Background: an optimization exercise with open tools, aiming at small area, a short achievable clock period and few clock cycles per item. Do not read the settings as production practice.
No functional check of the RTL was part of any run shown here.
Power figures rest on the tool's default switching activity, not on a simulated workload.

$ cat design.v
module controller(u, v);
  input [7:0] u;
  wire [7:0] u;
  output [15:0] v;
  wire [15:0] v;
  wire n0;
  wire n1;
  wire n10;
  wire n100;
  wire n101;
  wire n102;
  wire n103;
  wire n104;
  wire n105;
  wire n106;
  wire n107;
  wire n108;
  wire n109;
  wire n11;
  wire n110;
  wire n111;
  wire n112;
  wire n113;
  wire n114;
  wire n115;
  wire n116;
  wire n117;
  wire n118;
  wire n119;
  wire n12;
  wire n120;
  wire n121;
  wire n122;
  wire n123;
  wire n124;
  wire n125;
  wire n126;
  wire n127;
  wire n128;
  wire n129;
  wire n13;
  wire n130;
  wire n131;
  wire n132;
  wire n133;
  wire n134;
  wire n135;
  wire n136;
  wire n137;
  wire n138;
  wire n139;
  wire n14;
  wire n140;
  wire n141;
  wire n142;
  wire n143;
  wire n144;
  wire n145;
  wire n146;
  wire n147;
  wire n148;
  wire n149;
  wire n15;
  wire n150;
  wire n151;
  wire n152;
  wire n153;
  wire n154;
  wire n155;
  wire n156;
  wire n157;
  wire n158;
  wire n159;
  wire n16;
  wire n160;
  wire n161;
  wire n162;
  wire n163;
  wire n164;
  wire n165;
  wire n166;
  wire n167;
  wire n168;
  wire n169;
  wire n17;
  wire n170;
  wire n171;
  wire n172;
  wire n173;
  wire n174;
  wire n175;
  wire n176;
  wire n177;
  wire n178;
  wire n179;
  wire n18;
  wire n180;
  wire n181;
  wire n182;
  wire n183;
  wire n184;
  wire n185;
  wire n186;
  wire n187;
  wire n188;
  wire n189;
  wire n19;
  wire n190;
  wire n191;
  wire n192;
  wire n193;
  wire n194;
  wire n195;
  wire n196;
  wire n197;
  wire n198;
  wire n199;
  wire n2;
  wire n20;
  wire n200;
  wire n201;
  wire n202;
  wire n203;
  wire n204;
  wire n205;
  wire n206;
  wire n207;
  wire n208;
  wire n209;
  wire n21;
  wire n210;
  wire n211;
  wire n212;
  wire n213;
  wire n214;
  wire n215;
  wire n216;
  wire n217;
  wire n218;
  wire n219;
  wire n22;
  wire n220;
  wire n221;
  wire n222;
  wire n223;
  wire n224;
  wire n225;
  wire n226;
  wire n227;
  wire n228;
  wire n229;
  wire n23;
  wire n230;
  wire n231;
  wire n232;
  wire n233;
  wire n234;
  wire n235;
  wire n236;
  wire n237;
  wire n238;
  wire n239;
  wire n24;
  wire n240;
  wire n241;
  wire n242;
  wire n243;
  wire n244;
  wire n245;
  wire n246;
  wire n247;
  wire n248;
  wire n249;
  wire n25;
  wire n250;
  wire n251;
  wire n252;
  wire n253;
  wire n254;
  wire n255;
  wire n256;
  wire n257;
  wire n258;
  wire n259;
  wire n26;
  wire n260;
  wire n261;
  wire n262;
  wire n263;
  wire n264;
  wire n265;
  wire n266;
  wire n267;
  wire n268;
  wire n269;
  wire n27;
  wire n270;
  wire n271;
  wire n272;
  wire n273;
  wire n274;
  wire n275;
  wire n276;
  wire n277;
  wire n278;
  wire n279;
  wire n28;
  wire n280;
  wire n281;
  wire n282;
  wire n283;
  wire n284;
  wire n285;
  wire n286;
  wire n287;
  wire n288;
  wire n289;
  wire n29;
  wire n290;
  wire n291;
  wire n292;
  wire n293;
  wire n294;
  wire n295;
  wire n296;
  wire n297;
  wire n298;
  wire n299;
  wire n3;
  wire n30;
  wire n300;
  wire n301;
  wire n302;
  wire n303;
  wire n304;
  wire n305;
  wire n306;
  wire n307;
  wire n308;
  wire n309;
  wire n31;
  wire n310;
  wire n311;
  wire n312;
  wire n313;
  wire n314;
  wire n315;
  wire n316;
  wire n317;
  wire n318;
  wire n319;
  wire n32;
  wire n320;
  wire n321;
  wire n322;
  wire n323;
  wire n324;
  wire n325;
  wire n326;
  wire n327;
  wire n328;
  wire n329;
  wire n33;
  wire n330;
  wire n331;
  wire n332;
  wire n333;
  wire n334;
  wire n335;
  wire n336;
  wire n337;
  wire n338;
  wire n339;
  wire n34;
  wire n340;
  wire n341;
  wire n342;
  wire n343;
  wire n344;
  wire n345;
  wire n346;
  wire n347;
  wire n348;
  wire n349;
  wire n35;
  wire n350;
  wire n351;
  wire n352;
  wire n353;
  wire n354;
  wire n355;
  wire n356;
  wire n357;
  wire n358;
  wire n359;
  wire n36;
  wire n360;
  wire n361;
  wire n362;
  wire n363;
  wire n364;
  wire n365;
  wire n366;
  wire n367;
  wire n368;
  wire n369;
  wire n37;
  wire n370;
  wire n371;
  wire n372;
  wire n373;
  wire n374;
  wire n375;
  wire n376;
  wire n377;
  wire n378;
  wire n379;
  wire n38;
  wire n380;
  wire n381;
  wire n382;
  wire n383;
  wire n384;
  wire n385;
  wire n386;
  wire n387;
  wire n388;
  wire n389;
  wire n39;
  wire n390;
  wire n391;
  wire n392;
  wire n393;
  wire n394;
  wire n395;
  wire n396;
  wire n397;
  wire n398;
  wire n399;
  wire n4;
  wire n40;
  wire n400;
  wire n401;
  wire n402;
  wire n403;
  wire n404;
  wire n405;
  wire n406;
  wire n407;
  wire n408;
  wire n409;
  wire n41;
  wire n410;
  wire n411;
  wire n412;
  wire n413;
  wire n414;
  wire n415;
  wire n416;
  wire n417;
  wire n418;
  wire n419;
  wire n42;
  wire n420;
  wire n421;
  wire n422;
  wire n423;
  wire n424;
  wire n425;
  wire n426;
  wire n427;
  wire n428;
  wire n429;
  wire n43;
  wire n430;
  wire n431;
  wire n432;
  wire n433;
  wire n434;
  wire n435;
  wire n436;
  wire n437;
  wire n438;
  wire n439;
  wire n44;
  wire n440;
  wire n441;
  wire n442;
  wire n443;
  wire n444;
  wire n445;
  wire n446;
  wire n447;
  wire n448;
  wire n449;
  wire n45;
  wire n450;
  wire n451;
  wire n452;
  wire n453;
  wire n454;
  wire n455;
  wire n456;
  wire n457;
  wire n458;
  wire n459;
  wire n46;
  wire n460;
  wire n461;
  wire n462;
  wire n463;
  wire n464;
  wire n465;
  wire n466;
  wire n467;
  wire n468;
  wire n469;
  wire n47;
  wire n470;
  wire n471;
  wire n472;
  wire n473;
  wire n474;
  wire n475;
  wire n476;
  wire n477;
  wire n478;
  wire n479;
  wire n48;
  wire n480;
  wire n481;
  wire n482;
  wire n483;
  wire n484;
  wire n485;
  wire n486;
  wire n487;
  wire n488;
  wire n489;
  wire n49;
  wire n490;
  wire n491;
  wire n492;
  wire n493;
  wire n494;
  wire n495;
  wire n496;
  wire n497;
  wire n498;
  wire n499;
  wire n5;
  wire n50;
  wire n500;
  wire n501;
  wire n502;
  wire n503;
  wire n504;
  wire n505;
  wire n506;
  wire n507;
  wire n508;
  wire n509;
  wire n51;
  wire n510;
  wire n511;
  wire n512;
  wire n513;
  wire n514;
  wire n515;
  wire n516;
  wire n517;
  wire n518;
  wire n519;
  wire n52;
  wire n520;
  wire n521;
  wire n522;
  wire n523;
  wire n524;
  wire n525;
  wire n526;
  wire n527;
  wire n528;
  wire n529;
  wire n53;
  wire n530;
  wire n531;
  wire n532;
  wire n533;
  wire n54;
  wire n55;
  wire n56;
  wire n57;
  wire n58;
  wire n59;
  wire n6;
  wire n60;
  wire n61;
  wire n62;
  wire n63;
  wire n64;
  wire n65;
  wire n66;
  wire n67;
  wire n68;
  wire n69;
  wire n7;
  wire n70;
  wire n71;
  wire n72;
  wire n73;
  wire n74;
  wire n75;
  wire n76;
  wire n77;
  wire n78;
  wire n79;
  wire n8;
  wire n80;
  wire n81;
  wire n82;
  wire n83;
  wire n84;
  wire n85;
  wire n86;
  wire n87;
  wire n88;
  wire n89;
  wire n9;
  wire n90;
  wire n91;
  wire n92;
  wire n93;
  wire n94;
  wire n95;
  wire n96;
  wire n97;
  wire n98;
  wire n99;
  assign v[0] = ~(n56 & n71);
  assign n55 = ~((n404 & n240) | n447);
  assign n54 = ~((n433 & n396) | n94);
  assign n53 = ~((n391 & n442) | n369);
  assign n52 = ~((n54 | u[6]) & n53);
  assign n51 = n52 | n55;
  assign n50 = u[0] | ~(u[7]);
  assign n49 = ~(n50 | n324);
  assign n48 = ~((n229 | n446) & n259);
  assign n47 = ~((n49 & n300) | n48);
  assign n46 = ~(n47 & n320);
  assign n45 = n139 & ~(n46);
  assign n44 = n198 | n490;
  assign n43 = ~((n377 | n477) & n505);
  assign n42 = n43 | ~(n44);
  assign n41 = n402 & ~(n42);
  assign n40 = ~((n280 | n492) & n41);
  assign n39 = ~((n40 | n45) & (n51 | n123));
  assign n38 = n496 & ~(n278);
  assign n37 = n38 | n195;
  assign n36 = ~((n478 & u[5]) | n317);
  assign n35 = ~((n36 | n47) & (n37 | n400));
  assign n34 = n499 & ~(n35);
  assign v[6] = ~(n34 & n39);
  assign n33 = ~(n44 & n461);
  assign n32 = n499 & ~(n462);
  assign n31 = n504 & ~(n471);
  assign n30 = n31 & ~(n274);
  assign n29 = ~((n30 | n371) & n142);
  assign n28 = ~((n360 & n32) | n29);
  assign n27 = n423 | n295;
  assign n26 = n491 & ~(n363);
  assign n25 = ~((n26 & n27) | (n28 & n33));
  assign n24 = ~((n504 | n260) & n386);
  assign n23 = ~((n178 | n506) & (n348 | u[2]));
  assign n22 = ~((n24 & n429) | n23);
  assign n21 = ~((n24 | n429) & n22);
  assign n20 = ~((n447 | n443) & n449);
  assign n19 = n327 & n489;
  assign n18 = ~((n424 & n507) | u[0]);
  assign n17 = ~((n19 | n391) & n18);
  assign n16 = ~((n20 & n469) | n17);
  assign n15 = ~((n377 & n414) | n469);
  assign n14 = ~((n221 | n396) & u[1]);
  assign n13 = ~((n105 & u[2]) | n14);
  assign n12 = ~((n363 & n459) | u[7]);
  assign n11 = ~((n12 | n13) & (n15 | n488));
  assign n10 = n469 & ~(n396);
  assign n9 = ~((n10 & n306) | n170);
  assign n8 = ~((n9 & n11) | (n16 & n21));
  assign n7 = n447 & ~(n446);
  assign n6 = ~((n198 | n320) & n7);
  assign n5 = n6 & ~(n8);
  assign v[4] = ~((n25 | n405) & n5);
  assign n4 = n186 | n486;
  assign n3 = n59 | n60;
  assign n2 = n295 ? u[6] : n58;
  assign n1 = ~((n3 | n347) & n2);
  assign n0 = n460 | n260;
  assign n533 = n0 | n232;
  assign n532 = ~((n306 | n491) & n144);
  assign n531 = n284 | u[0];
  assign n530 = ~((n287 & u[3]) | n531);
  assign n529 = ~((n532 | n533) & n530);
  assign n528 = ~((n1 & n405) | n529);
  assign n527 = ~((n94 | n359) & n434);
  assign n526 = n208 | n400;
  assign n525 = n450 | n380;
  assign n524 = ~((n442 & u[2]) | n505);
  assign n523 = ~((n525 | n526) & n524);
  assign n522 = n527 & ~(n523);
  assign n521 = ~((n305 | n508) & n522);
  assign n520 = ~((n401 & n400) | n521);
  assign n519 = ~n479;
  assign n518 = ~((n77 | n240) & n343);
  assign n517 = n450 & n507;
  assign n516 = ~((n517 & n198) | (n518 & n519));
  assign n515 = n505 & ~(n228);
  assign n514 = n184 | n476;
  assign n513 = ~((n514 | n515) & (n37 | n110));
  assign n512 = n516 & ~(n513);
  assign n511 = ~((n520 | n528) & n512);
  assign n510 = ~((n4 & n135) | n511);
  assign v[5] = ~((n4 | n294) & n510);
  assign n509 = ~(u[7] | u[1]);
  assign n508 = ~n509;
  assign n507 = u[4] & ~(u[3]);
  assign n506 = u[4] & ~(u[5]);
  assign n505 = ~u[0];
  assign n504 = u[3] | u[1];
  assign n503 = n505 & ~(n504);
  assign n502 = n506 & ~(n503);
  assign n501 = ~(u[7] | u[6]);
  assign n500 = ~((n501 | n502) & n507);
  assign n499 = n500 | n508;
  assign n498 = u[1] & ~(u[3]);
  assign n497 = n498 | u[2];
  assign n496 = u[3] & ~(u[4]);
  assign n495 = u[0] & ~(n496);
  assign n494 = ~((n497 | n507) & n495);
  assign n493 = u[5] & u[1];
  assign n492 = ~u[4];
  assign n491 = ~(u[3] & u[2]);
  assign n490 = n491 | n492;
  assign n489 = ~(u[5] & u[7]);
  assign n488 = u[1] & ~(u[5]);
  assign n487 = n489 & ~(n488);
  assign n486 = n487 | n490;
  assign n485 = n486 | n493;
  assign n484 = u[3] & u[2];
  assign n483 = ~(u[2] | u[0]);
  assign n482 = n483 | n484;
  assign n481 = u[4] | u[1];
  assign n480 = n489 & ~(n481);
  assign n479 = ~(u[4] & u[1]);
  assign n478 = u[6] & ~(n479);
  assign n477 = u[5] | u[7];
  assign n476 = u[2] | ~(u[6]);
  assign n475 = ~(n476 & n477);
  assign n474 = n475 | n478;
  assign n473 = ~((n480 & n482) | n474);
  assign n472 = ~((n473 & n485) | (n494 & u[6]));
  assign n471 = u[2] & u[1];
  assign n470 = ~n471;
  assign n469 = ~(u[6] | u[3]);
  assign n468 = n489 & ~(n469);
  assign n467 = ~(u[6] | u[2]);
  assign n466 = n468 & ~(n467);
  assign n465 = u[4] | ~(u[0]);
  assign n464 = n465 | n466;
  assign n463 = ~(n464 | n470);
  assign n462 = n463 | n472;
  assign n461 = n462 | ~(n499);
  assign n460 = u[4] & u[3];
  assign n459 = u[4] | u[3];
  assign n458 = n459 & ~(n460);
  assign n457 = u[6] & ~(u[4]);
  assign n456 = n458 & ~(n457);
  assign n455 = ~n493;
  assign n454 = u[2] & ~(u[7]);
  assign n453 = ~(n454 | n457);
  assign n452 = n453 | n455;
  assign n451 = n452 | n456;
  assign n450 = u[2] | u[1];
  assign n449 = n450 | n458;
  assign n448 = n449 | u[7];
  assign n447 = u[5] | ~(u[1]);
  assign n446 = u[7] | u[2];
  assign n445 = n446 | n447;
  assign n444 = u[3] & ~(n445);
  assign n443 = ~u[2];
  assign n442 = u[7] & u[6];
  assign n441 = ~n442;
  assign n440 = u[5] | u[4];
  assign n439 = n440 | n491;
  assign n438 = ~((n441 | n443) & n439);
  assign n437 = n438 | n444;
  assign n436 = n448 & ~(n437);
  assign n435 = ~((n436 & n451) | u[0]);
  assign n434 = u[1] & ~(u[6]);
  assign n433 = u[4] & ~(u[2]);
  assign n432 = ~(u[5] & u[3]);
  assign n431 = n433 & ~(n432);
  assign n430 = ~(n431 & n434);
  assign n429 = u[5] & ~(u[2]);
  assign n428 = n429 & ~(u[3]);
  assign n427 = ~(u[6] | u[1]);
  assign n426 = u[6] & u[1];
  assign n425 = n426 | n427;
  assign n424 = u[6] & ~(u[1]);
  assign n423 = u[7] & u[2];
  assign n422 = ~((n423 & n424) | (n425 & n428));
  assign n421 = ~((n430 | n505) & n422);
  assign n420 = n421 | n435;
  assign n419 = n420 | n461;
  assign n418 = n477 | n490;
  assign n417 = n506 & ~(n434);
  assign n416 = u[4] & ~(u[7]);
  assign n415 = ~n416;
  assign n414 = ~n498;
  assign n413 = u[4] | ~(u[6]);
  assign n412 = n413 | u[3];
  assign n411 = ~((n412 | u[2]) & (n433 | n414));
  assign n410 = ~u[6];
  assign n409 = ~((n509 | n410) & u[5]);
  assign n408 = ~(n409 & n411);
  assign n407 = ~((n415 | n491) & n408);
  assign n406 = n407 & ~(n417);
  assign n405 = ~n446;
  assign n404 = n423 | n459;
  assign n403 = ~((n404 | n405) & n415);
  assign n402 = ~(n403 & n427);
  assign n401 = n429 & ~(n402);
  assign n400 = ~u[3];
  assign n399 = u[4] | ~(u[7]);
  assign n398 = ~n399;
  assign n397 = ~((n398 & n493) | n505);
  assign n396 = ~u[7];
  assign n395 = n433 & ~(n396);
  assign n394 = ~n395;
  assign n393 = ~((n394 | n400) & n397);
  assign n392 = n393 | n401;
  assign n391 = ~(u[3] & u[1]);
  assign n390 = n416 & ~(n391);
  assign n389 = ~(u[4] | u[3]);
  assign n388 = u[7] ? n496 : n389;
  assign n387 = ~((n388 | n390) & u[5]);
  assign n386 = n396 & ~(n496);
  assign n385 = n386 | ~(n424);
  assign n384 = ~n434;
  assign n383 = u[2] & ~(u[0]);
  assign n382 = ~((n384 | n460) & n383);
  assign n381 = n385 & ~(n382);
  assign n380 = ~(u[5] | u[7]);
  assign n379 = ~((n380 | n496) & n427);
  assign n378 = ~(n507 & n396);
  assign n377 = n426 | u[2];
  assign n376 = n377 | u[0];
  assign n375 = n378 & ~(n376);
  assign n374 = ~((n375 & n379) | (n381 & n387));
  assign n373 = ~((n392 | n406) & n374);
  assign n372 = u[2] & ~(u[3]);
  assign n371 = u[5] & u[4];
  assign n370 = ~((u[7] | u[3]) & n371);
  assign n369 = n372 & ~(n370);
  assign n368 = n446 & ~(n371);
  assign n367 = n383 | ~(n489);
  assign n366 = n368 & ~(n367);
  assign n365 = ~((n366 & n456) | n369);
  assign n364 = ~n391;
  assign n363 = u[4] | ~(u[5]);
  assign n362 = ~((u[4] & u[6]) | n395);
  assign n361 = ~((n363 | n446) & n362);
  assign n360 = u[3] & ~(u[6]);
  assign n359 = n443 & ~(n440);
  assign n358 = ~((n359 & n360) | (n395 & n493));
  assign n357 = ~(u[5] & u[6]);
  assign n356 = n357 | ~(n483);
  assign n355 = ~(n356 & n358);
  assign n354 = ~((n361 & n364) | n355);
  assign n353 = ~((n365 | u[1]) & n354);
  assign n352 = n373 & ~(n353);
  assign v[3] = ~((n418 | n419) & n352);
  assign n351 = n389 | n503;
  assign n350 = n351 & ~(n489);
  assign n349 = n357 | n505;
  assign n348 = u[3] & ~(u[1]);
  assign n347 = ~n348;
  assign n346 = ~((n347 | n349) & n358);
  assign n345 = n346 | n350;
  assign v[8] = n345 | n419;
  assign n344 = n485 | n505;
  assign n343 = u[3] | ~(u[7]);
  assign n342 = u[2] & ~(n427);
  assign n341 = ~n450;
  assign n340 = ~(u[4] | u[0]);
  assign n339 = ~((n340 | n470) & (n341 | n413));
  assign n338 = n383 & ~(u[3]);
  assign n337 = ~n338;
  assign n336 = ~((n337 | n339) & (n342 | n343));
  assign n335 = n336 | n502;
  assign n334 = u[0] & ~(n485);
  assign n333 = ~((n334 & n396) | n360);
  assign n332 = n339 & ~(n432);
  assign n331 = n332 | n501;
  assign n330 = ~((n333 & n335) | n331);
  assign n329 = ~((n344 | u[6]) & n330);
  assign n328 = n428 & ~(n492);
  assign v[12] = n328 | n329;
  assign n327 = n476 | n492;
  assign n326 = n348 & ~(n327);
  assign n325 = n505 & ~(n326);
  assign n324 = ~(u[5] | u[3]);
  assign n323 = n324 & ~(u[4]);
  assign n322 = n323 & ~(n450);
  assign n321 = n322 | ~(n325);
  assign n320 = u[1] & ~(u[4]);
  assign n319 = ~n423;
  assign n318 = ~((n319 | u[5]) & n445);
  assign n317 = ~n481;
  assign n316 = ~((n469 | n317) & n454);
  assign n315 = ~((n432 & n317) | n316);
  assign n314 = ~(n423 & u[4]);
  assign n313 = ~((n314 | n498) & (n378 | n447));
  assign n312 = n313 | n315;
  assign n311 = ~((n318 & n320) | n312);
  assign n310 = n311 & ~(n321);
  assign n309 = ~(n451 & n501);
  assign n308 = n309 | n496;
  assign n307 = u[5] | ~(u[7]);
  assign n306 = ~n320;
  assign n305 = n412 & ~(n506);
  assign n304 = ~n305;
  assign n303 = ~(n450 & u[6]);
  assign n302 = n303 | ~(n343);
  assign n301 = ~((n302 | n304) & (n306 | n491));
  assign n300 = u[5] | ~(u[6]);
  assign n299 = n372 & ~(n300);
  assign n298 = n299 | n505;
  assign n297 = ~((n301 & n307) | n298);
  assign n296 = n297 & n308;
  assign n295 = ~u[1];
  assign n294 = u[6] & u[3];
  assign n293 = ~(n294 | n469);
  assign n292 = u[5] | ~(u[0]);
  assign n291 = n292 | n423;
  assign n290 = n293 & ~(n291);
  assign n289 = u[5] | u[6];
  assign n288 = n433 & ~(n289);
  assign n287 = n288 | n442;
  assign n286 = u[3] | ~(u[2]);
  assign n285 = n286 | n457;
  assign n284 = ~((n357 & n399) | n285);
  assign n283 = n284 | n287;
  assign n282 = ~((n283 | n290) & n295);
  assign n281 = ~n426;
  assign n280 = n429 ? n468 : n281;
  assign n279 = n433 | ~(n446);
  assign n278 = ~(u[5] | u[0]);
  assign n277 = n410 & ~(n460);
  assign n276 = ~((n278 | n295) & n277);
  assign n275 = n279 & ~(n276);
  assign n274 = u[1] & u[0];
  assign n273 = u[1] & ~(u[0]);
  assign n272 = n273 | u[3];
  assign n271 = n429 & ~(n399);
  assign n270 = ~((n271 & n272) | (n274 & n431));
  assign n269 = n275 | ~(n270);
  assign n268 = ~((n280 & n390) | n269);
  assign n267 = n268 & n282;
  assign v[2] = ~((n296 | n310) & n267);
  assign n266 = n501 | n506;
  assign n265 = ~((n266 & n443) | (n339 & n349));
  assign n264 = n265 | n400;
  assign n263 = n423 & n460;
  assign n262 = ~(n327 & n441);
  assign n261 = ~((n262 | n263) & u[0]);
  assign n260 = ~u[5];
  assign n259 = n357 | u[3];
  assign n258 = ~(n259 | n383);
  assign n257 = ~((n338 & n260) | n258);
  assign n256 = u[4] ? u[5] : u[0];
  assign n255 = n323 | n396;
  assign n254 = ~((n255 | n256) & n295);
  assign n253 = n254 | ~(n257);
  assign n252 = n261 & ~(n253);
  assign n251 = n294 | n260;
  assign n250 = ~((n251 & n405) | n295);
  assign n249 = ~((n360 | n370) & n250);
  assign n248 = n464 & ~(n249);
  assign n247 = n371 & ~(n501);
  assign n246 = ~(n446 & u[3]);
  assign n245 = n246 | n247;
  assign n244 = n505 & ~(n469);
  assign n243 = n244 & n245;
  assign n242 = ~((n243 & n257) | n334);
  assign n241 = ~((n242 & n248) | (n252 & n264));
  assign n240 = ~n501;
  assign n239 = n429 | ~(n432);
  assign n238 = n349 & n446;
  assign n237 = n357 | n446;
  assign n236 = ~(n237 & n389);
  assign n235 = ~((n236 | n238) & (n239 | n240));
  assign v[10] = n235 | n241;
  assign n234 = n492 & ~(n289);
  assign v[15] = n234 | n396;
  assign n233 = ~n294;
  assign n232 = ~n504;
  assign n231 = ~((n371 & n424) | (n442 & n443));
  assign n230 = ~((n314 | n232) & n231);
  assign n229 = ~n324;
  assign n228 = u[4] & ~(u[1]);
  assign n227 = ~((n396 & n400) | n228);
  assign n226 = n227 | n229;
  assign n225 = ~((n416 & n470) | n226);
  assign n224 = n274 | n443;
  assign n223 = n224 | ~(n234);
  assign n222 = ~(n223 & u[0]);
  assign n221 = ~n496;
  assign n220 = n450 & ~(n501);
  assign n219 = ~(n286 & n434);
  assign n218 = ~((n219 | n458) & (n220 | n221));
  assign n217 = n218 | n222;
  assign n216 = n217 | n225;
  assign n215 = ~((n230 & n233) | n216);
  assign n214 = n215 & ~(n401);
  assign n213 = n432 & ~(n399);
  assign n212 = ~((n218 | n429) & n213);
  assign n211 = n416 & ~(u[6]);
  assign n210 = n305 & ~(n443);
  assign n209 = ~((n211 | n323) & n210);
  assign n208 = u[5] & ~(u[6]);
  assign n207 = ~((n323 | n208) & n471);
  assign n206 = n207 & n325;
  assign n205 = ~((n218 | n432) & n206);
  assign n204 = n209 & ~(n205);
  assign n203 = n204 & n212;
  assign n202 = ~((n415 & n424) | n279);
  assign n201 = ~n432;
  assign n200 = ~((n273 & n458) | (n201 & n295));
  assign n199 = ~(n359 & n360);
  assign n198 = ~n289;
  assign n197 = ~((n198 & n405) | n263);
  assign n196 = ~((n197 & n199) | n295);
  assign n195 = ~(n423 & u[1]);
  assign n194 = ~((n195 | n410) & (n377 | n477));
  assign n193 = ~((n194 & n389) | n196);
  assign n192 = ~((n200 | n202) & n193);
  assign n191 = ~((n336 & n380) | n192);
  assign v[1] = ~((n203 | n214) & n191);
  assign n190 = ~(n336 | n502);
  assign n189 = ~n360;
  assign n188 = ~((n344 | u[7]) & n189);
  assign n187 = n240 & ~(n332);
  assign n186 = ~((n188 | n190) & n187);
  assign n185 = ~(u[7] | u[4]);
  assign n184 = n363 & ~(n506);
  assign n183 = n184 & ~(n185);
  assign n182 = ~n463;
  assign n181 = n184 | n185;
  assign n180 = ~n181;
  assign n179 = ~((n180 & n182) | n501);
  assign v[14] = ~((n183 | n186) & n179);
  assign n178 = n424 | n396;
  assign n177 = n178 & n343;
  assign n176 = n177 | n463;
  assign n175 = ~((n176 & n329) | n507);
  assign n174 = ~n460;
  assign n173 = u[7] | ~(u[6]);
  assign n172 = ~((n174 & n477) | n173);
  assign n171 = n460 ^ n477;
  assign v[13] = ~((n171 | n329) & (n172 | n175));
  assign n170 = n222 | n326;
  assign n169 = u[2] & ~(u[1]);
  assign n168 = n169 & ~(n363);
  assign n167 = ~((n398 & n467) | n168);
  assign n166 = ~(n167 & n430);
  assign n165 = n322 | ~(n486);
  assign n164 = n165 | n166;
  assign n163 = ~((n284 & n441) | n164);
  assign n162 = n163 & ~(n170);
  assign n161 = n433 | n507;
  assign n160 = ~((n161 | n442) & n430);
  assign n159 = n160 | n403;
  assign n158 = ~((n174 & u[2]) | n357);
  assign n157 = ~(n236 | n238);
  assign n156 = ~(n504 & n260);
  assign n155 = ~((n156 | n227) & n505);
  assign n154 = n155 | n157;
  assign n153 = ~((n158 & n449) | n154);
  assign n152 = n153 & n159;
  assign n151 = ~(n496 & u[1]);
  assign n150 = ~((n151 & n282) | (n237 & n477));
  assign n149 = n429 & ~(n389);
  assign n148 = ~((n149 | n309) & (n402 | u[5]));
  assign n147 = ~(n148 | n150);
  assign v[9] = ~((n152 | n162) & n147);
  assign n146 = ~n185;
  assign n145 = ~n427;
  assign n144 = n459 | u[7];
  assign n143 = ~((n416 | n145) & n144);
  assign n142 = u[6] | u[0];
  assign n141 = ~((n142 | u[4]) & (n477 | n481));
  assign n140 = n141 | n143;
  assign n139 = n140 | ~(n500);
  assign n138 = n443 & ~(n348);
  assign n137 = ~((n471 | n483) & n247);
  assign n136 = n396 ? n410 : n433;
  assign n135 = n294 & ~(n184);
  assign n134 = ~((n135 & n320) | (n136 & n260));
  assign n133 = ~((n137 | n138) & n134);
  assign n132 = ~((n457 & n503) | n299);
  assign n131 = ~((n285 | n349) & n132);
  assign n130 = n131 | n463;
  assign n129 = n130 | n334;
  assign n128 = n129 | n133;
  assign n127 = ~((n139 & n443) | n128);
  assign v[11] = ~((n146 | n330) & n127);
  assign n126 = ~((n189 & n319) | n481);
  assign n125 = n431 & ~(n508);
  assign n124 = n125 | n505;
  assign n123 = n124 | n126;
  assign n122 = n496 | n410;
  assign n121 = ~((n429 & n232) | n122);
  assign n120 = ~((n121 & n499) | n123);
  assign n119 = ~((n324 | n443) & n424);
  assign n118 = n432 | ~(n479);
  assign n117 = ~(n118 | n453);
  assign n116 = ~((n211 & n432) | n117);
  assign n115 = ~(n116 & n119);
  assign n114 = u[1] & ~(n343);
  assign n113 = u[0] & ~(n429);
  assign n112 = ~((n508 | u[3]) & n113);
  assign n111 = ~((n112 | n114) & (n115 | n321));
  assign n110 = u[5] & ~(n383);
  assign n109 = ~(n348 | n498);
  assign n108 = ~((n109 & n110) | (n338 & n493));
  assign n107 = ~((n469 & n492) | n108);
  assign n106 = ~((n407 | u[7]) & n107);
  assign n105 = ~(n416 & n260);
  assign n104 = ~((n198 & n405) | n271);
  assign n103 = n104 & n223;
  assign n102 = ~((n105 | n347) & n103);
  assign n101 = n327 & ~(n501);
  assign n100 = n384 & ~(n299);
  assign n99 = ~((n100 | n144) & (n101 | n229));
  assign n98 = n99 | n102;
  assign n97 = n98 | n196;
  assign n96 = n106 & ~(n97);
  assign v[7] = ~((n111 | n120) & n96);
  assign n95 = ~n300;
  assign n94 = n484 & ~(n363);
  assign n93 = ~((n94 | n95) & n295);
  assign n92 = ~((n493 | u[2]) & u[6]);
  assign n91 = n92 & ~(n400);
  assign n90 = ~((n481 & u[3]) | u[7]);
  assign n89 = ~((n371 | n286) & n479);
  assign n88 = n89 | n90;
  assign n87 = ~((n91 & n93) | n88);
  assign n86 = n411 & ~(n481);
  assign n85 = ~((n477 | n481) & n505);
  assign n84 = n85 | n86;
  assign n83 = ~n454;
  assign n82 = u[1] & ~(n429);
  assign n81 = u[5] ? n509 : n423;
  assign n80 = ~((n82 & n83) | n81);
  assign n79 = n507 & ~(n80);
  assign n78 = n293 & ~(n467);
  assign n77 = ~n429;
  assign n76 = ~((n77 | n501) & n317);
  assign n75 = n439 & ~(n431);
  assign n74 = ~((n343 | n410) & n75);
  assign n73 = n397 & ~(n74);
  assign n72 = ~((n76 | n78) & n73);
  assign n71 = ~((n72 | n79) & (n84 | n87));
  assign n70 = ~n371;
  assign n69 = ~((n245 & n356) | n70);
  assign n68 = u[4] & ~(n432);
  assign n67 = n142 | n446;
  assign n66 = ~((n67 | n68) & (n394 | n400));
  assign n65 = n66 | n157;
  assign n64 = ~((n65 | n69) & u[1]);
  assign n63 = n501 | ~(n471);
  assign n62 = n63 | n397;
  assign n61 = u[5] & ~(n454);
  assign n60 = n389 & ~(n61);
  assign n59 = n68 & ~(n423);
  assign n58 = ~(n59 | n60);
  assign n57 = ~((n58 | n145) & (n62 | n181));
  assign n56 = n64 & ~(n57);
endmodule
module cordic_engine
#(
    parameter IO_BW=32
)
(
    clk,
    rst_n,
    phase,
    mode,
    pop,
    valid_in,
    valid_out,
    result
);
input   clk;
input   rst_n;
input   valid_in;
input   [IO_BW-1:0] phase;
input   [2:0] mode;
output  [IO_BW-1:0] result;
output reg valid_out;
output reg pop;
wire [9:0] p = phase[9:0];
wire dbl = (mode == 3'd2) | (mode == 3'd3) | (mode == 3'd4);    
wire zer = (mode > 3'd4);
function gt;
    input [9:0] a;
    input [9:0] k;
    integer i;
    begin
        gt = 1'b0;
        for (i = 0; i < 10; i = i + 1)
            gt = k[i] ? (a[i] & gt) : (a[i] | gt);
    end
endfunction
wire g1 = gt(p, 10'd90),  g2 = gt(p, 10'd180), g3 = gt(p, 10'd270), g4 = gt(p, 10'd360);
wire g5 = gt(p, 10'd450), g6 = gt(p, 10'd540), g7 = gt(p, 10'd630);
wire [2:0] r = {g4, (g2 & ~g4) | g6, (g1 & ~g2) | (g3 & ~g4) | (g5 & ~g6) | g7};
wire [7:0] pp = zer ? 8'd0 : dbl ? {p[6:0], 1'b0} : p[7:0];
reg       v1;
reg [7:0] pp1;
reg [2:0] r1;
reg       c0, c1, c2, c3, c4, c5;    
always @(posedge clk) begin
    if (!rst_n) begin
        v1  <= 1'b0;
        pop <= 1'b1;
    end else begin
        v1  <= valid_in;
        pop <= 1'b0;
    end
    pp1 <= pp;
    r1  <= r;
    c0  <= (mode == 3'd0);
    c1  <= (mode == 3'd1);
    c2  <= (mode == 3'd2);
    c3  <= (mode == 3'd3);
    c4  <= (mode == 3'd4);
    c5  <= (mode > 3'd4);
end
wire [9:0] lut;
assign lut[0] = (c0 & ((r1[1]))) |
    (c1 & ((~r1[1]))) |
    ((c2 | c3) & ((~r1[0]))) |
    (c4 & ((r1[0]))) |
    c5;
assign lut[1] = (c0 & ((r1[1]))) |
    (c1 & ((~r1[1]))) |
    ((c2 | c3) & ((~r1[0]))) |
    (c4 & ((r1[0]))) |
    c5;
assign lut[2] = (c0 & ((~r1[1]))) |
    (c1 & ((~r1[1]))) |
    ((c2 | c3) & ((~r1[0]))) |
    (c4 & ((~r1[0])));
assign lut[3] = (c0 & ((~r1[2] & ~r1[1]) | (r1[2] & r1[1]))) |
    (c1 & ((r1[2]))) |
    ((c2 | c3) & ((r1[1]))) |
    (c4 & ((~r1[1] & ~r1[0]) | (r1[1] & r1[0]))) |
    c5;
assign lut[4] = (c0 & ((r1[2]))) |
    (c1 & ((~r1[2] & ~r1[1]))) |
    ((c2 | c3) & ((~r1[2] & ~r1[1] & ~r1[0]) | (r1[2] & r1[0]) | (r1[2] & r1[1]))) |
    (c4 & ((~r1[2] & r1[1]) | (r1[2] & ~r1[1])));
assign lut[5] = (c0 & ((r1[1]) | (r1[2]))) |
    (c1 & ((r1[2]))) |
    ((c2 | c3) & ((~r1[2] & r1[1]) | (r1[1] & r1[0]))) |
    (c4 & ((~r1[2] & r1[0]) | (~r1[2] & r1[1]) | (r1[1] & r1[0])));
assign lut[6] = (c0 & ((~r1[2]) | (r1[1]))) |
    (c1 & ((r1[2] & r1[1]))) |
    ((c2 | c3) & ((~r1[2] & r1[1] & r1[0]) | (r1[2] & ~r1[1]) | (r1[2] & ~r1[0]))) |
    (c4 & ((~r1[2] & ~r1[1]) | (~r1[2] & r1[0]))) |
    c5;
assign lut[7] = (c0 & ((~r1[2] & ~r1[1]) | (r1[2] & r1[1]))) |
    (c1 & ((r1[1]) | (r1[2]))) |
    ((c2 | c3) & ((~r1[2] & r1[0]) | (r1[1]))) |
    (c4 & ((~r1[1] & ~r1[0]) | (~r1[2] & r1[1] & r1[0]) | (r1[2] & ~r1[1]))) |
    c5;
assign lut[8] = (c0 & ((~r1[1]))) |
    (c1 & ((r1[1]))) |
    ((c2 | c3) & ((r1[0]))) |
    (c4 & ((~r1[0])));
assign lut[9] = (c0 & ((r1[2]))) |
    (c1 & ((~r1[2] & r1[1]) | (r1[2] & ~r1[1]))) |
    (c2 & ((~r1[1] & ~r1[0]) | (r1[1] & r1[0]))) |
    (c3 & ((~r1[1] & r1[0]) | (r1[1] & ~r1[0]))) |
    (c4 & ((r1[1])));
wire [7:0] u = (pp1 ^ {8{lut[8]}}) + lut[7:0];
reg       v2, inv2, sh2, m23_2, isx2;
reg [7:0] u2;
always @(posedge clk) begin
    if (!rst_n) v2 <= 1'b0;
    else        v2 <= v1;
    u2    <= u;
    inv2  <= lut[9] & ~(c4 & (r1 == 3'd3) & (pp1 == 8'd208));
    sh2   <= c2 | c3 | c4;
    m23_2 <= c2 | c3;
    isx2  <= c1 | c2 | c3;
end
wire [15:0] t;
controller controller (.u(u2), .v(t));
wire sp = isx2 & (u2 == 8'd113);    
reg        v3, inv3, sh3, m23_3;
reg [15:0] t3;
always @(posedge clk) begin
    if (!rst_n) v3 <= 1'b0;
    else        v3 <= v2;
    t3    <= {t[15:3], sp ? 3'b100 : t[2:0]};
    inv3  <= inv2;
    sh3   <= sh2;
    m23_3 <= m23_2;
end
reg  [14:0] r_lo;
reg         r15, rs, rsv;
always @(posedge clk) begin
    if (!rst_n) valid_out <= 1'b0;
    else        valid_out <= v3;
    r_lo <= (sh3 ? t3[15:1] : t3[14:0]) ^ {15{inv3}};
    r15  <= sh3 ? (m23_3 ^ inv3) : (t3[15] ^ inv3);
    rs   <= ~m23_3 & inv3;
    rsv  <= ~m23_3 & inv3 & v3;    
end
assign result = {{8{rs}}, {8{rsv}}, r15, r_lo};
endmodule
$ cat run.sh
#!/bin/bash
# synth_recipe.tcl (not shown) runs the flow's synth.tcl, then flattens the netlist and writes it again
# the make line also repeats each setting of config.mk as NAME=value (left out here)
make -C /OpenROAD-flow-scripts/flow DESIGN_CONFIG=/design/flow/config.mk WORK_HOME=/design/flow/orfs CLKGATE_MAP_FILE= SYNTH_SCRIPT=/design/flow/synth_recipe.tcl finish
$ cat config.mk
export PLATFORM = sky130hd
export DESIGN_NAME = cordic_engine
export DESIGN_NICKNAME = cordic_engine
export VERILOG_FILES = /design/flow/design.v
export SDC_FILE = /design/flow/constraint.sdc
export NUM_CORES = 4
export LEC_CHECK = 0
export ABC_AREA = 1
export CAP_MARGIN = 20
export CORE_MARGIN = 2
export CORE_UTILIZATION = 40
export PLACE_DENSITY = 0.6
export SETUP_SLACK_MARGIN = 3.9
export SLEW_MARGIN = 20
$ cat constraint.sdc
create_clock -name core_clock -period 6.0 [get_ports {clk}]
set_input_delay 1.2000 -clock core_clock [delete_from_list [all_inputs] [get_ports {clk}]]
set_output_delay 1.2000 -clock core_clock [all_outputs]
set_load 0.01 [all_outputs]
==> results.yml, run 1 <==
setup_path:
  cp_common_cell: "nand3_1"
  rr_worst_depth: 10
  cpPeakStageDelay_ns: 0.40
  worstPathRequired_ns: 6.19
  cp_slowest_cell: "dfxtp_2"
  cp_cell_sequence: "buf_12, clkinvlp_4, buf_4, ha_4, inv_2, o21ai_2, nand2_1, nand3_1, a21oi_2, nand3_1"
  crit_fanout: 11
  path_class: "register to register"
  cp-end-kind: "register"
  start_kind: "register"
  worstPathArrival_ns: 2.44
synth:
  synth_cell_types: 49
  ys.flop_type: "dfxtp_1"
  synth_area_sq_um: 5750
  synth_nets: 965
  postSynthCellCount: 894
  yosys_register_bits: 71
  synth_edf_count: 0
  avgSynthCellArea_sq_um: 6.44
  ys_seq_area_frac: 0.247
  yosysWarnings: 1
  async_flop_share: 0
die:
  die_area_sq_um: 15400
  core-area_sq_um: 14000
  fp.dieH_um: 124
  num_rows: 43
  die_width_um: 124
  ios: 72
  initial_utilization: 0.411
routing:
  wl_met3_um: 3690
  firstDrtPassIters: 6
  wl_per_cell_um: 22.0
  first_iter_violations: 971
  top_layer: "met4"
  via_per_inst: 5.98
  routed_wirelength_um: 25300
  drt-met1-wl_um: 10400
  drc_errors: 0
  vias: 6900
  met2WireLength_um: 9840
  final_antenna_net_count: 0
layout:
  fill_cells: 1420
  antenna_cells: 0
  area_delta_synth_final_pct: 29.8
  finalNetCount: 1039
  drive_gt1_frac: 0.263
  stdcell_area_sq_um: 7470
grt:
  grt_pass1_vias: 6323
  overflow: 0
  antenna_found_initial: 0
  grtUsageTotal: 0.329
  grt_pass1_wl_um: 36900
  grt_max_degree: 31
status:
  status: "finished clean"
clocking:
  cts_hold_buf: 0
  cts.sinks: 71
  clkSlewWorstSetupHoldPaths_ns: 0.06
  cts_tree: "yes"
  root_buffer: "clkbuf_16"
  cts.path.max_buffers: 2
  htree_levels: 3
  clock_latency_ns: 0.33
  cts_buffers: 9
timing:
  fmax_mhz: 445
  fin_crit_sh: 0.374
  skew_ns: 0.00493
  worst_pin_slew_ns: 0.802
  rsz0062_at_grt: "true"
  slew_violations: 0
  slew_headroom: 0.465
  period_minus_slack_ns: 2.25
  setup-tns-final_ns: 0
  finalSetupViolCount: 0
  hold_viol: 0
flow_run:
  maxCapViolCount: 0
worst_hold_path:
  hold_depth: 0
  holdCritPathClass: "register to register"
placement:
  hpwl_um: 17700
  place.gp.congestion: 1.07
  portBuffers: 49
  placed_area_sq_um: 6290
pwr:
  leakagePower_nw: 3.48
  peakVddDrop_mv: 0.473
  power_density_nw_per_um2: 620
==> placed cells by master, fill, tap and decap left out, types with 19 or more instances in the layout <==
master     n
a21oi_1   41
inv_2     22
nand4_1   22
buf_4     44
nand2_1  163
nor2_1    80
inv_1     81
nand3_1   63
xor2_1    24
o21ai_0   65
ha_1      19
dfxtp_1   60
==> area by class of cell <==
cell class,count,area (sq um),share of cell area
multi-input cells,665,4130,0.553
flip-flops and latches,71,1450,0.195
repair buffers,107,886,0.119
inverters,113,473,0.0633
clock buffers,10,229,0.0307
well taps,180,225,0.0302
clock inverters,6,67.6,0.00905
repair inverters,1,5.00,0.000670
==> report_power, final <==
part / switching, mW / total (mW) / leakage (nW) / internal (mW)
Clock: 0.197 / 0.521 / 0.139 / 0.324
Combinational: 2.32 / 3.38 / 2.74 / 1.06
Sequential: 0.0842 / 0.726 / 0.599 / 0.642
==> logic make-up after synthesis <==
kind of cell | synth area share
AO/OA/AOI/OAI | 0.183
XOR/XNOR | 0.0472
adder cells (fa/ha/maj) | 0.0731
buffers and inverters | 0.124
flip-flops | 0.247
multiplexers | 0.00348
AND/OR/NAND/NOR | 0.322
==> synthesized netlist by cell type (5+ instances only) <==
library cell,instances,area [sq um]
o21ai_1,6,30.0
nor2_1,93,349
o22ai_1,8,50.1
inv_1,101,379
nand2_1,178,668
a21oi_1,51,255
nor3_1,15,75.1
nand4_1,22,138
ha_1,32,400
xor2_1,28,245
nand3_1,67,335
clkbuf_1,7,26.3
nor4_1,5,31.3
o211ai_1,12,90.1
inv_2,12,45.0
buf_4,22,165
o221ai_1,5,43.8
o2111ai_1,5,43.8
a211oi_1,5,37.5
buf_2,13,65.1
nand2_2,7,43.8
dfxtp_1,71,1420
o21ai_0,78,390
==> flip-flops by register name (all words and copies together), names as in the netlist, 3 cells and up <==
name / cells
r1: 3
u2: 8
r_lo: 15
pp1: 8
t3: 16
==> path summary, 6_finish.rpt <==
path | slack [ns] | endpoint | start
worst min register to register | 0.33 | inv3 | inv2
worst min-delay path | 0.33 | inv3 | inv2
worst max-delay path | 3.75 | t3[5] | u2[5]
worst max register to register | 3.75 | t3[5] | u2[5]
==> critical path: cells and delay by family, from the launching register on <==
kind	cells	cell delay (ns)
and+or+nand+nor	3	0.37
DFF	1	0.40
adders and majority gates	1	0.16
buffers and inverters	4	0.83
AOI/OAI and AO/OA	2	0.35
==> layer usage <==
metal / up-vias / track usage
met1: 3109 / 0.442
met3: 127 / 0.142
met4: 0 / 0.160
li1: 3140 / -
met5: - / 0
met2: 524 / 0.446
==> timing repair <==
item,CTS,global route
endpoints found under the setup margin,67,45
endpoints found under the hold margin,0,0
gates cloned,1,1
setup buffers,34,15
pin swaps,20,34
resized for setup,202,119
==> stage by stage <==
stage,utilization,power [mW],worst slack [ns],hold WS (ns),std cells
floorplan,-,2.48,3.84,0.310,894
global route,0.534,4.83,3.67,0.337,1153
CTS,0.507,4.20,3.77,0.331,1137
global placement,0.450,3.56,3.15,0.311,1086
finish,0.534,4.63,3.75,0.329,1153
detailed placement,0.450,3.46,3.11,0.324,1086
==> run 2: changes to the inputs <==
--- a/design.v
+++ b/design.v
@@ -1123,13 +1123,12 @@
             gt = k[i] ? (a[i] & gt) : (a[i] | gt);
     end
 endfunction
-wire g1 = gt(p, 10'd90),  g2 = gt(p, 10'd180), g3 = gt(p, 10'd270), g4 = gt(p, 10'd360);
-wire g5 = gt(p, 10'd450), g6 = gt(p, 10'd540), g7 = gt(p, 10'd630);
-wire [2:0] r = {g4, (g2 & ~g4) | g6, (g1 & ~g2) | (g3 & ~g4) | (g5 & ~g6) | g7};
+wire [6:0] g = {gt(p, 10'd630), gt(p, 10'd540), gt(p, 10'd450), gt(p, 10'd360),
+                 gt(p, 10'd270), gt(p, 10'd180), gt(p, 10'd90)};
 wire [7:0] pp = zer ? 8'd0 : dbl ? {p[6:0], 1'b0} : p[7:0];
 reg       v1;
 reg [7:0] pp1;
-reg [2:0] r1;
+reg [6:0] g1;
 reg       c0, c1, c2, c3, c4, c5;    
 always @(posedge clk) begin
     if (!rst_n) begin
@@ -1140,7 +1139,7 @@
         pop <= 1'b0;
     end
     pp1 <= pp;
-    r1  <= r;
+    g1  <= g;
     c0  <= (mode == 3'd0);
     c1  <= (mode == 3'd1);
     c2  <= (mode == 3'd2);
@@ -1149,52 +1148,52 @@
     c5  <= (mode > 3'd4);
 end
 wire [9:0] lut;
-assign lut[0] = (c0 & ((r1[1]))) |
-    (c1 & ((~r1[1]))) |
-    ((c2 | c3) & ((~r1[0]))) |
-    (c4 & ((r1[0]))) |
+assign lut[0] = (c0 & ((g1[5]) | (~g1[3] & g1[1]))) |
+    (c1 & ((~g1[1]) | (~g1[5] & g1[3]))) |
+    ((c2 | c3) & ((~g1[0]) | (~g1[2] & g1[1]) | (~g1[4] & g1[3]) | (~g1[6] & g1[5]))) |
+    (c4 & ((~g1[1] & g1[0]) | (~g1[5] & g1[4]) | (~g1[3] & g1[2]) | (g1[6]))) |
     c5;
-assign lut[1] = (c0 & ((r1[1]))) |
-    (c1 & ((~r1[1]))) |
-    ((c2 | c3) & ((~r1[0]))) |
-    (c4 & ((r1[0]))) |
+assign lut[1] = (c0 & ((g1[5]) | (~g1[3] & g1[1]))) |
+    (c1 & ((~g1[1]) | (~g1[5] & g1[3]))) |
+    ((c2 | c3) & ((~g1[0]) | (~g1[2] & g1[1]) | (~g1[4] & g1[3]) | (~g1[6] & g1[5]))) |
+    (c4 & ((~g1[1] & g1[0]) | (~g1[5] & g1[4]) | (~g1[3] & g1[2]) | (g1[6]))) |
     c5;
-assign lut[2] = (c0 & ((~r1[1]))) |
-    (c1 & ((~r1[1]))) |
-    ((c2 | c3) & ((~r1[0]))) |
-    (c4 & ((~r1[0])));
-assign lut[3] = (c0 & ((~r1[2] & ~r1[1]) | (r1[2] & r1[1]))) |
-    (c1 & ((r1[2]))) |
-    ((c2 | c3) & ((r1[1]))) |
-    (c4 & ((~r1[1] & ~r1[0]) | (r1[1] & r1[0]))) |
+assign lut[2] = (c0 & ((~g1[1]) | (~g1[5] & g1[3]))) |
+    (c1 & ((~g1[1]) | (~g1[5] & g1[3]))) |
+    ((c2 | c3) & ((~g1[0]) | (~g1[2] & g1[1]) | (~g1[4] & g1[3]) | (~g1[6] & g1[5]))) |
+    (c4 & ((~g1[0]) | (~g1[2] & g1[1]) | (~g1[4] & g1[3]) | (~g1[6] & g1[5])));
+assign lut[3] = (c0 & ((~g1[1]) | (g1[5]))) |
+    (c1 & ((g1[3]))) |
+    ((c2 | c3) & ((g1[5]) | (~g1[3] & g1[1]))) |
+    (c4 & ((~g1[0]) | (g1[6]) | (~g1[4] & g1[2]))) |
     c5;
-assign lut[4] = (c0 & ((r1[2]))) |
-    (c1 & ((~r1[2] & ~r1[1]))) |
-    ((c2 | c3) & ((~r1[2] & ~r1[1] & ~r1[0]) | (r1[2] & r1[0]) | (r1[2] & r1[1]))) |
-    (c4 & ((~r1[2] & r1[1]) | (r1[2] & ~r1[1])));
-assign lut[5] = (c0 & ((r1[1]) | (r1[2]))) |
-    (c1 & ((r1[2]))) |
-    ((c2 | c3) & ((~r1[2] & r1[1]) | (r1[1] & r1[0]))) |
-    (c4 & ((~r1[2] & r1[0]) | (~r1[2] & r1[1]) | (r1[1] & r1[0])));
-assign lut[6] = (c0 & ((~r1[2]) | (r1[1]))) |
-    (c1 & ((r1[2] & r1[1]))) |
-    ((c2 | c3) & ((~r1[2] & r1[1] & r1[0]) | (r1[2] & ~r1[1]) | (r1[2] & ~r1[0]))) |
-    (c4 & ((~r1[2] & ~r1[1]) | (~r1[2] & r1[0]))) |
+assign lut[4] = (c0 & ((g1[3]))) |
+    (c1 & ((~g1[1]))) |
+    ((c2 | c3) & ((~g1[0]) | (g1[4]))) |
+    (c4 & ((~g1[5] & g1[1])));
+assign lut[5] = (c0 & ((g1[1]))) |
+    (c1 & ((g1[3]))) |
+    ((c2 | c3) & ((g1[6]) | (~g1[3] & g1[1]))) |
+    (c4 & ((g1[6]) | (~g1[3] & g1[0])));
+assign lut[6] = (c0 & ((~g1[3]) | (g1[5]))) |
+    (c1 & ((g1[5]))) |
+    ((c2 | c3) & ((~g1[6] & g1[2]))) |
+    (c4 & ((~g1[1]) | (~g1[3] & g1[2]))) |
     c5;
-assign lut[7] = (c0 & ((~r1[2] & ~r1[1]) | (r1[2] & r1[1]))) |
-    (c1 & ((r1[1]) | (r1[2]))) |
-    ((c2 | c3) & ((~r1[2] & r1[0]) | (r1[1]))) |
-    (c4 & ((~r1[1] & ~r1[0]) | (~r1[2] & r1[1] & r1[0]) | (r1[2] & ~r1[1]))) |
+assign lut[7] = (c0 & ((~g1[1]) | (g1[5]))) |
+    (c1 & ((g1[1]))) |
+    ((c2 | c3) & ((g1[5]) | (~g1[3] & g1[0]))) |
+    (c4 & ((~g1[0]) | (~g1[5] & g1[2]))) |
     c5;
-assign lut[8] = (c0 & ((~r1[1]))) |
-    (c1 & ((r1[1]))) |
-    ((c2 | c3) & ((r1[0]))) |
-    (c4 & ((~r1[0])));
-assign lut[9] = (c0 & ((r1[2]))) |
-    (c1 & ((~r1[2] & r1[1]) | (r1[2] & ~r1[1]))) |
-    (c2 & ((~r1[1] & ~r1[0]) | (r1[1] & r1[0]))) |
-    (c3 & ((~r1[1] & r1[0]) | (r1[1] & ~r1[0]))) |
-    (c4 & ((r1[1])));
+assign lut[8] = (c0 & ((~g1[1]) | (~g1[5] & g1[3]))) |
+    (c1 & ((g1[5]) | (~g1[3] & g1[1]))) |
+    ((c2 | c3) & ((~g1[1] & g1[0]) | (~g1[5] & g1[4]) | (~g1[3] & g1[2]) | (g1[6]))) |
+    (c4 & ((~g1[0]) | (~g1[2] & g1[1]) | (~g1[4] & g1[3]) | (~g1[6] & g1[5])));
+assign lut[9] = (c0 & ((g1[3]))) |
+    (c1 & ((~g1[5] & g1[1]))) |
+    (c2 & ((~g1[0]) | (g1[6]) | (~g1[4] & g1[2]))) |
+    (c3 & ((~g1[6] & g1[4]) | (~g1[2] & g1[0]))) |
+    (c4 & ((g1[5]) | (~g1[3] & g1[1])));
 wire [7:0] u = (pp1 ^ {8{lut[8]}}) + lut[7:0];
 reg       v2, inv2, sh2, m23_2, isx2;
 reg [7:0] u2;
@@ -1202,7 +1201,7 @@
     if (!rst_n) v2 <= 1'b0;
     else        v2 <= v1;
     u2    <= u;
-    inv2  <= lut[9] & ~(c4 & (r1 == 3'd3) & (pp1 == 8'd208));
+    inv2  <= lut[9] & ~(c4 & g1[2] & ~g1[3] & (pp1 == 8'd208));
     sh2   <= c2 | c3 | c4;
     m23_2 <= c2 | c3;
     isx2  <= c1 | c2 | c3;
--- a/config.mk
+++ b/config.mk
@@ -10,5 +10,5 @@
 export CORE_MARGIN = 2
 export CORE_UTILIZATION = 40
 export PLACE_DENSITY = 0.6
-export SETUP_SLACK_MARGIN = 3.9
+export SETUP_SLACK_MARGIN = 3.8
 export SLEW_MARGIN = 20
==> run 2 against run 1 <==
Utilization increased by 0.080 points. Critical endpoint is now u2[5]. Still clean on timing, DRC and antenna. Hold slack got worse by 0.0094 ns. Clock-buffer cell count decreased by 1. Fmax decreased by 6.4%.
==> results.yml, run 2 <==
status:
  status: "finished clean"
layout:
  area_delta_synth_final_pct: 29.3
  finalNetCount: 1050
  top_regs: "t3 (16), r_lo (15)"
  ff_latch_area_sq_um: 1530
  stdcell_area_sq_um: 7480
  largest_register_ffs: 16
  antenna_cells: 0
  top_register: "t3"
  fill_cells: 1413
  layout_common_cells: "189 x nand2_1, 98 x inv_1, 73 x nor2_1, 66 x nand3_1"
  drive_gt1_frac: 0.194
  layout_commonest_cell: "nand2_1"
  multi_input_area_sq_um: 3920
die:
  initial_utilization: 0.413
  die_width_um: 124
  fp.dieH_um: 124
  die_area_sq_um: 15400
  ios: 72
  core-area_sq_um: 14000
  num_rows: 43
clocking:
  cts_tree: "yes"
  cts_hold_buf: 0
  cts.sinks: 75
  cts_buffers: 9
  clkSlewWorstSetupHoldPaths_ns: 0.06
  clock_latency_ns: 0.35
  root_buffer: "clkbuf_16"
  htree_levels: 3
  cts.path.max_buffers: 2
pwr:
  peakVddDrop_mv: 0.336
  internal-power_mw: 2.05
  clkPwrFrac: 0.114
  power_frac_comb: 0.724
  leakagePower_nw: 3.38
  power_density_nw_per_um2: 613
  switching_power_mw: 2.54
  p_sw_frac: 0.554
  seqPwrFrac: 0.162
setup_path:
  cp_slowest_cell: "dfxtp_4"
  r2r-end: "u2[5]"
  cp-end-kind: "register"
  reg2reg_from: "g1[3]"
  reg2reg_slack_ns: 3.60
  crit_fanout: 6
  cpPeakStageDelay_ns: 0.38
  path_class: "register to register"
  cp_cell_sequence: "a21oi_2, o211ai_1, nand2_1, nand3_4, buf_12, xnor2_2, inv_1, ha_4, nand2_2, nand2_2, a31oi_4, inv_1, a21oi_1, o21ai_1, xor2_1"
  worstPathRequired_ns: 6.22
  rr_worst_depth: 15
  start_kind: "register"
  crit_path_start: "g1[3]"
  worstPathArrival_ns: 2.62
synth:
  async_flop_share: 0
  synth_nets: 980
  synth_edf_count: 0
  synth.area.top_cells: "dfxtp_1 26%, nand2_1 13%, inv_1 7.4%"
  yosys_register_bits: 75
  synth_area_leader_cell: "dfxtp_1"
  synth_area_sq_um: 5780
  yosys.area_share.adder: 0.0619
  postSynthCellCount: 914
  synthSimpleGateAreaFrac: 0.312
  ys.flop_type: "dfxtp_1"
  synth-xor-area-share: 0.0424
  ys_seq_area_frac: 0.260
  synth-compound-area-share: 0.193
  synthMuxAreaShare: 0.00346
  synth_top_family_by_area: "simple AND/OR/NAND/NOR gates"
  synth_common_cells: "204 x nand2_1, 114 x inv_1, 82 x nor2_1"
  yosysWarnings: 1
  yosysTopAreaCellShare: 0.260
  synth.most_common_cell: "nand2_1"
  avgSynthCellArea_sq_um: 6.33
  synth_cell_types: 44
routing:
  met2WireLength_um: 9780
  via_per_inst: 6.05
  final_antenna_net_count: 0
  drt-met1-wl_um: 9620
  drc_errors: 0
  routed_wirelength_um: 24700
  vias: 7067
  top_layer: "met4"
  wl_per_cell_um: 21.1
  wl_met3_um: 3910
  first_iter_violations: 922
  firstDrtPassIters: 9
timing:
  slew_violations: 0
  finalSetupViolCount: 0
  fin_crit_sh: 0.400
  rsz0062_at_grt: "true"
  worst_pin_slew_ns: 0.839
  fmax_mhz: 417
  slew_headroom: 0.440
  setup-tns-final_ns: 0
  period_minus_slack_ns: 2.40
  skew_ns: 0.00755
  hold_viol: 0
grt:
  grt_pass1_vias: 6310
  grtUsageTotal: 0.299
  overflow: 0
  antenna_found_initial: 0
  grt_max_degree: 31
  grt_pass1_wl_um: 35900
flow_run:
  maxCapViolCount: 0
placement:
  hpwl_um: 17100
  placed_area_sq_um: 6340
  portBuffers: 49
  place.gp.congestion: 1.06
worst_hold_path:
  hold_end: "m23_3"
  hold_depth: 0
  holdCritStartpoint: "m23_2"
  holdCritPathClass: "register to register"
run 2: changes by cell type after synthesis, sizes merged, moves of 5 or more:
cell   previous run  this run
inv             113       121
ha               32        27
nor2             98        85
xor2             28        23
nand2           186       206
nor3             16        24
run 2: layout make-up:
type | count | area share
Sequential cell | 75 | 0.204
Multi-Input combinational cell | 669 | 0.524
Clock buffer | 9 | 0.0301
Timing Repair inverter | 1 | 0.000669
Tap cell | 180 | 0.0301
Inverter | 121 | 0.0664
Clock inverter | 7 | 0.00937
Timing Repair Buffer | 107 | 0.135
run 2: logic make-up after synthesis:
group	after synthesis
AND/OR/NAND/NOR	419
AO/OA/AOI/OAI	192
buffers and inverters	170
flip-flops	75
XOR/XNOR	28
adder cells (fa/ha/maj)	28
multiplexers	2
run 2: through the flow:
step	util	instances	setup WS (ns)	total power [mW]	hold WS [ns]
final	0.535	1169	3.60	4.58	0.320
after global routing	0.535	1169	3.50	4.77	0.330
after CTS	0.498	1142	3.59	4.07	0.319
after detailed placement	0.453	1104	3.09	3.41	0.313
after global placement	0.453	1104	3.09	3.50	0.312
after floorplan	-	914	3.75	2.46	0.310
run 2: power groups by stage:
stage          registers [mW]  clock network (mW)  logic (mW)
2_1_floorplan           0.777                   0        1.68
3_3_place_gp            0.731                   0        2.77
3_5_place_dp            0.735                   0        2.67
4_1_cts                 0.727               0.535        2.81
5_1_grt                 0.760               0.551        3.46
6_report                0.745               0.521        3.32
run 2: how the worst max path moves through the flow:
stage | to | cells past startpoint
CTS | u2[5] | 13
floorplan | u2[6] | 14
global route | u2[5] | 15
global placement | pp1[5] | 4
finish | u2[5] | 15
detailed placement | pp1[5] | 4
run 2: timing repair:
item                                    in CTS  in global routing
cloned                                       1                  2
resized for setup                          108                 88
pin swaps                                    5                 13
endpoints found under the setup margin      65                 36
setup buffers                               21                 25
run 2: routing by layer:
layer	track usage	vias up
li1	-	3185
met1	0.394	3129
met2	0.416	611
met3	0.127	142
met4	0.145	0
met5	0	-
run 2: worst max-delay path: cells and delay by family, from the launching register on:
kind	cells	cell delay [ns]
simple gates	4	0.41
fa+ha+maj	1	0.23
flops	1	0.38
buf+inv	3	0.30
xor+xnor	2	0.27
compound gates	5	0.69
==> run 3: changes to the inputs <==
--- a/design.v
+++ b/design.v
@@ -1209,23 +1209,25 @@
 wire [15:0] t;
 controller controller (.u(u2), .v(t));
 wire sp = isx2 & (u2 == 8'd113);    
-reg        v3, inv3, sh3, m23_3;
+reg        v3, inv3, sh3, m23_3, sp3;
 reg [15:0] t3;
 always @(posedge clk) begin
     if (!rst_n) v3 <= 1'b0;
     else        v3 <= v2;
-    t3    <= {t[15:3], sp ? 3'b100 : t[2:0]};
+    t3    <= t;
+    sp3   <= sp;
     inv3  <= inv2;
     sh3   <= sh2;
     m23_3 <= m23_2;
 end
+wire [15:0] tv = {t3[15:3], sp3 ? 3'b100 : t3[2:0]};
 reg  [14:0] r_lo;
 reg         r15, rs, rsv;
 always @(posedge clk) begin
     if (!rst_n) valid_out <= 1'b0;
     else        valid_out <= v3;
-    r_lo <= (sh3 ? t3[15:1] : t3[14:0]) ^ {15{inv3}};
-    r15  <= sh3 ? (m23_3 ^ inv3) : (t3[15] ^ inv3);
+    r_lo <= (sh3 ? tv[15:1] : tv[14:0]) ^ {15{inv3}};
+    r15  <= sh3 ? (m23_3 ^ inv3) : (tv[15] ^ inv3);
     rs   <= ~m23_3 & inv3;
     rsv  <= ~m23_3 & inv3 & v3;    
 end
==> run 3 against run 2 <==
Design area decreased by 1.5%. Sequential share of layout area rose by 0.55 points. Via count shrank 0.40%. Critical path depth is 2 higher. Total power is 1.3% lower. Sequential power up 3.2%. Flip-flop and latch count increased by 1. Clock-buffer cell count stayed put. Clock power is essentially flat. Cell count is 0.86% lower. Largest power group unchanged.
==> results.yml, run 3 <==
setup_path:
  start_kind: "register"
  worstPathArrival_ns: 2.68
  path_class: "register to register"
  reg2reg_slack_ns: 3.55
  worstPathRequired_ns: 6.22
  cp-end-kind: "register"
  crit_fanout: 6
timing:
  period_minus_slack_ns: 2.45
  finalSetupViolCount: 0
  skew_ns: 0.00642
  fin_ws_ns: 3.55
  fmax_mhz: 408
  setup-tns-final_ns: 0
  worst_pin_slew_ns: 0.722
  slew_violations: 0
  rsz0062_at_grt: "true"
  fin_crit_sh: 0.409
  slew_headroom: 0.518
  hold_viol: 0
layout:
  top_register: "t3"
  top_regs: "t3 (16), r_lo (15)"
  fill_cells: 1428
  largest_register_ffs: 16
  instances_no_fill: 1159
  antenna_cells: 0
  layout_commonest_cell: "nand2_1"
  multi_input_area_sq_um: 3910
  area_delta_synth_final_pct: 26.8
  ff_latch_area_sq_um: 1550
  drive_gt1_frac: 0.191
  layout_common_cells: "187 x nand2_1, 98 x inv_1, 73 x nor2_1, 66 x dfxtp_1, 61 x nand3_1"
  finalNetCount: 1036
  final_util: 0.513
die:
  num_rows: 44
  die_area_sq_um: 15500
  core-area_sq_um: 14400
  ios: 72
  fp.dieH_um: 125
  die_width_um: 125
  initial_utilization: 0.404
synth:
  synth.most_common_cell: "nand2_1"
  avgSynthCellArea_sq_um: 6.35
  synth_cell_types: 42
  synth-xor-area-share: 0.0422
  async_flop_share: 0
  synth-compound-area-share: 0.205
  yosysTopAreaCellShare: 0.262
  ys.flop_type: "dfxtp_1"
  ys_seq_area_frac: 0.262
  synth_area_leader_cell: "dfxtp_1"
  postSynthCellCount: 915
  synth_top_family_by_area: "simple AND/OR/NAND/NOR gates"
  synth_nets: 981
  synth_edf_count: 0
  synth.area.top_cells: "dfxtp_1 26%, nand2_1 13%, inv_1 7.5%"
  yosys.area_share.adder: 0.0616
  yosysWarnings: 1
  synthSimpleGateAreaFrac: 0.297
  synth_common_cells: "203 x nand2_1, 116 x inv_1, 82 x nor2_1"
  synth_area_sq_um: 5810
  synthMuxAreaShare: 0
  yosys_register_bits: 76
clocking:
  cts_tree: "yes"
  cts_buffers: 9
  root_buffer: "clkbuf_16"
  clkSlewWorstSetupHoldPaths_ns: 0.07
  cts.path.max_buffers: 2
  cts_hold_buf: 0
  clock_latency_ns: 0.34
  cts.sinks: 76
  htree_levels: 3
grt:
  antenna_found_initial: 0
  overflow: 0
  grt_max_degree: 23
  grt_pass1_vias: 6321
  grt_pass1_wl_um: 36400
  grtUsageTotal: 0.304
placement:
  hpwl_um: 17400
  place.detailed.instances: 1106
  place_ws_ns: 3.09
  portBuffers: 49
  place.gp.congestion: 1.05
routing:
  firstDrtPassIters: 7
  first_iter_violations: 1056
  drc_errors: 0
  final_antenna_net_count: 0
  via_per_inst: 6.07
  routed_wirelength_um: 24700
  vias: 7039
  wl_per_cell_um: 21.3
pwr:
  power_frac_comb: 0.715
  internal-power_mw: 2.01
  power_density_nw_per_um2: 614
  clkPwrFrac: 0.115
  seqPwrFrac: 0.170
  p_sw_frac: 0.555
  peakVddDrop_mv: 0.417
  leakagePower_nw: 3.39
  total_power_mw: 4.52
  switching_power_mw: 2.51
flow_run:
  maxCapViolCount: 0
status:
  status: "finished clean"
worst_hold_path:
  holdCritPathClass: "register to register"
## run 3: cell types whose count changed in the layout (fill, tap and decap cells not counted), moves of 7 or more
| cell | delta |
|---|---|
| a21oi_1 | +9 |
| o21ai_0 | -12 |
| o21ai_1 | +7 |
| buf_4 | -11 |
## run 3: timing repair
item,4_1_cts,5_1_grt
pin swaps,12,26
resized for setup,120,80
gates cloned,1,1
setup endpoints to repair,66,40
buffers inserted,26,9
## run 3: metal layers
| layer | vias up | wire length (um) | part of all wire | GRT usage |
|---|---|---|---|---|
| met1 | 3130 | 9650 | 0.39 | 0.405 |
| met4 | 0 | 1520 | 0.061 | 0.147 |
| met3 | 140 | 3860 | 0.16 | 0.128 |
| met2 | 617 | 9700 | 0.39 | 0.422 |
| met5 | - | 0 | 0 | 0 |
| li1 | 3152 | - | - | - |
## run 3: power groups by stage
| stage | clock network, mW | registers, mW | logic, mW |
|---|---|---|---|
| after floorplan | 0 | 0.779 | 1.69 |
| after global placement | 0 | 0.758 | 2.77 |
| after detailed placement | 0 | 0.758 | 2.66 |
| after CTS | 0.533 | 0.756 | 2.87 |
| final | 0.520 | 0.769 | 3.24 |
| after global routing | 0.557 | 0.787 | 3.36 |
## run 3: worst max-delay path, cell delays in order, from the launching register on
cell,delay [ns]
dfxtp_4,0.40
inv_4,0.05
o21ai_4,0.14
inv_2,0.05
o21ai_1,0.14
nand3b_1,0.14
buf_6,0.15
buf_6,0.12
xor2_4,0.17
inv_2,0.07
ha_4,0.16
nand2_2,0.05
nand2_2,0.06
a31oi_4,0.19
inv_1,0.06
a21oi_1,0.14
o21ai_1,0.09
xor2_1,0.16
## run 3: kinds of logic after synthesis
group	count (synthesis)
AO/OA/AOI/OAI	202
buffers and inverters	177
adder cells (fa/ha/maj)	28
flip-flops	76
AND/OR/NAND/NOR	404
XOR/XNOR	28
## run 3: worst paths after layout
path | from | end | cells past startpoint
worst max register to register | g1[1] | u2[5] | 17
worst min-delay path | m23_2 | m23_3 | 0
worst min register to register | m23_2 | m23_3 | 0
worst max-delay path | g1[1] | u2[5] | 17
## run 3: area by class of cell
class                           instances  share of cell area
Sequential cell                        76               0.210
Tap cell                              184              0.0313
Multi-Input combinational cell        662               0.531
Inverter                              127              0.0679
Timing Repair Buffer                   94               0.120
Clock buffer                            9              0.0306
Clock inverter                          7             0.00917
## run 3: through the flow
step,area [sq um],hold WS (ns)
floorplan,5860,0.310
global placement,6340,0.313
detailed placement,6340,0.318
CTS,7110,0.335
global route,7370,0.342
finish,7370,0.328

-- static timing again, ports no longer ideal --
How much do the figures lean on ideal ports? The routed layouts below were timed once more, with nothing changed but the port constraints. Step 1 assumes that a clkbuf_16 drives the clock port and a buf_2 every other input. Step 2 adds t to the input delays and takes it off the output delays; t is the mean of the earliest and latest rising clock arrival at the registers after step 1. Input paths then give back, and output paths get back, about the clock's delay inside the block. Slacks: ideal ports / drivers / drivers and shift; pairs: ideal ports / drivers.
run | t, ns | slack for setup (ns) | worst setup path after step 2
run 1 | 0.365 | 3.754 / 3.754 / 3.702 | input to register
run 2 | 0.384 | 3.600 / 3.600 / 3.470 | input to register
run 3 | 0.377 | 3.547 / 3.547 / 3.517 | input to register
After both steps setup and hold are still met in every run listed. For run 2, which loses most, drivers alone change the setup slack by 0.000 ns; drivers and shift together by -0.130 ns.
